This is an optimization exercise on Yosys and OpenROAD, whose aim is small area and a short achievable clock period, not a production implementation.
RTL that was checked went through simulation tests only; none was proved equivalent to the original.

Design mult_top, start of the top module:
module mult_top (
    input             clk,
    input      [31:0] mplier,
    input      [31:0] mcand,
    output     [63:0] product
);
Size: roughly 130 flip-flops, ~130 I/O pins.
==> flow/config.mk <==
export PLATFORM = sky130hd
export DESIGN_NAME = mult_top
export DESIGN_NICKNAME = mult_top
export VERILOG_FILES = /design/flow/design.v
export SDC_FILE = /design/flow/constraint.sdc
export NUM_CORES = 4
export LEC_CHECK = 0
export ABC_AREA = 1
export CAP_MARGIN = 20
export CORE_MARGIN = 2
export CORE_UTILIZATION = 40
export SLEW_MARGIN = 20
export SYNTH_HIERARCHICAL = 1
export SYNTH_MINIMUM_KEEP_SIZE = 0
==> flow/constraint.sdc <==
create_clock -name core_clock -period 28.0 [get_ports {clk}]
set_input_delay 5.6000 -clock core_clock [delete_from_list [all_inputs] [get_ports {clk}]]
set_output_delay 5.6000 -clock core_clock [all_outputs]
set_load 0.01 [all_outputs]
standard.sh (not shown) runs the stock make flow with config.mk's settings and CLKGATE_MAP_FILE= SYNTH_SCRIPT=/design/flow/synth_recipe.tcl, a recipe that flattens the netlist after the stock synthesis.
==> flow/flow/run.sh <==
#!/bin/bash
# Own layout flow: the standard flow (standard.sh) with the standard
# synthesis unchanged, then the layout steps with
#  - the buffers ABC inserted removed at floorplan (the resizer rebuffers),
#  - plain buffers (buf_2) on the ports,
#  - repair_timing aiming at a slack margin below the fixed clock period, so
#    that it sizes and buffers the multiplier's critical paths.
# The output of each make run is in make_*.log here; each step's log is in
# orfs/logs/.
set -euo pipefail
bash standard.sh synth > make_synth.log 2>&1
bash standard.sh \
  SETUP_SLACK_MARGIN=21.3 \
  REMOVE_ABC_BUFFERS=0 \
  "BUFFER_PORTS_ARGS=-buffer_cell sky130_fd_sc_hd__buf_2" CTS_CLUSTER_SIZE=32 CTS_CLUSTER_DIAMETER=200 \
  finish > make_finish.log 2>&1
Then changed:
--- a/flow/flow/run.sh
+++ b/flow/flow/run.sh
@@ -13,4 +13,4 @@
   SETUP_SLACK_MARGIN=21.3 \
-  REMOVE_ABC_BUFFERS=0 \
-  "BUFFER_PORTS_ARGS=-buffer_cell sky130_fd_sc_hd__buf_2" CTS_CLUSTER_SIZE=32 CTS_CLUSTER_DIAMETER=200 \
+  REMOVE_ABC_BUFFERS=1 \
+  "BUFFER_PORTS_ARGS=-buffer_cell sky130_fd_sc_hd__buf_2" \
   finish > make_finish.log 2>&1
Settings changed: CORE_UTILIZATION 40 to 60.
Synthesized area stays the same.
Sequential cell count does not change.
Final cell count is lower by 7.8%.
Then changed:
--- a/flow/flow/run.sh
+++ b/flow/flow/run.sh
@@ -13,4 +13,4 @@
   SETUP_SLACK_MARGIN=21.3 \
-  REMOVE_ABC_BUFFERS=1 \
-  "BUFFER_PORTS_ARGS=-buffer_cell sky130_fd_sc_hd__buf_2" \
+  REMOVE_ABC_BUFFERS=0 \
+  "BUFFER_PORTS_ARGS=-buffer_cell sky130_fd_sc_hd__buf_2" SLEW_MARGIN=50 CAP_MARGIN=50 \
   finish > make_finish.log 2>&1
Settings changed: CORE_UTILIZATION 60 to 40.
Effect: The changed run ran to the end with no violations. Worst setup slack improves by 0.072 ns. Utilization shrinks by 21 points. Die area climbs by 49%. Sequential cell count is unchanged. Global-route usage shrinks by 11 points. Design area climbs by 1.3%. Clock-buffer cell count is higher by 1. Routed wire length increases by 2.9%. Synthesized cell count does not change. Non-clock buffer count is unchanged.
Then changed:
--- a/flow/flow/run.sh
+++ b/flow/flow/run.sh
@@ -13,4 +13,4 @@
   SETUP_SLACK_MARGIN=21.3 \
-  REMOVE_ABC_BUFFERS=0 \
-  "BUFFER_PORTS_ARGS=-buffer_cell sky130_fd_sc_hd__buf_2" SLEW_MARGIN=50 CAP_MARGIN=50 \
+  REMOVE_ABC_BUFFERS=1 \
+  "BUFFER_PORTS_ARGS=-buffer_cell sky130_fd_sc_hd__buf_2" TNS_END_PERCENT=0 \
   finish > make_finish.log 2>&1
Effect: Clock-buffer cell count came out higher by 2. Non-clock buffer count came out higher by 1. First-iteration DRC count came out higher by 1.7%. Via count came out higher by 0.99%. Sequential share of layout area hardly moves. Setup slack gets worse by 0.037 ns.

Another version of the RTL of mult_top (not shown whole).
Size in the first run: about 2800 cells after synthesis, roughly 130 flip-flops, about 130 I/O pins, roughly 0.025 mm2 of cells after synthesis.
clock: 28.0 ns
lec_check: 0
abc_area: 1
cap_margin: 20
core_margin: 2
core_utilization: 40
slew_margin: 20
synth_hierarchical: 1
synth_minimum_keep_size: 0
==> flow/flow/run.sh <==
#!/bin/bash
# Own layout flow: the standard flow (standard.sh), with the standard
# synthesis unchanged, then the layout steps with
#  - plain buffers (buf_2) on the ports instead of the resizer's default pick,
#  - repair_timing aiming at a slack margin below the fixed clock period, so
#    that it sizes and buffers the multiplier's critical paths.
# Each step's full output is in this folder (make_*.log) and in orfs/logs/.
set -euo pipefail
MARGIN=${MARGIN:-21}
bash standard.sh synth > make_synth.log 2>&1
bash standard.sh \
  SETUP_SLACK_MARGIN=$MARGIN \
  "BUFFER_PORTS_ARGS=-buffer_cell sky130_fd_sc_hd__buf_2" \
  finish > make_finish.log 2>&1
The baseline went through all stages and came out clean.
Then changed:
==> flow/run.sh (new file) <==
#!/bin/bash
# synth_recipe.tcl (not shown) runs the flow's synth.tcl, then flattens the netlist and writes it again
# the make line also repeats each setting of config.mk as NAME=value (left out here)
make -C /OpenROAD-flow-scripts/flow DESIGN_CONFIG=/design/flow/config.mk WORK_HOME=/design/flow/orfs CLKGATE_MAP_FILE= SYNTH_SCRIPT=/design/flow/synth_recipe.tcl finish
removed: flow/flow/run.sh
removed: flow/standard.sh
- The new run finished with timing, DRC and antenna clean
- register-to-register slack is worse by 0.70 ns
- via count goes down by 1.8%
- final area came out higher by about 1.2%
- global-route usage is lower by 0.41 points
- synthesized cell count does not change
- worst setup slack degrades by 0.70 ns
No run of this note included a check of the RTL's function; only the layout flow was run.

==> afterwards: timing with drivers on the ports <==
In the flow no input, the clock included, has a driving cell. The finished layouts below were timed again as built, in two steps. Step 1 assumes that a clkbuf_16 drives the clock port and a buf_2 every other input. Step 2, shift: input delay + t, output delay - t, t = (earliest + latest rising clock arrival at the registers) / 2. This alone moves slack from input paths to output paths. Three values: ideal ports, drivers, drivers and shift; two values: the first two.
run	t, ns	slack for setup (ns)	worst data-port slew with drivers (ns)
the first run of note 1	0.543	21.451 / 21.392 / 21.592	0.06
the second run of note 1	0.560	21.373 / 21.314 / 21.492	0.05
the third run of note 1	0.552	21.446 / 21.384 / 21.562	0.06
the fourth run of note 1	0.553	21.408 / 21.347 / 21.552	0.04
the first run of note 2	0.544	21.289 / 21.289 / 21.289	0.06
the second run of note 2	0.556	20.589 / 20.589 / 20.589	0.07
After both steps setup and hold are still met in every run listed.
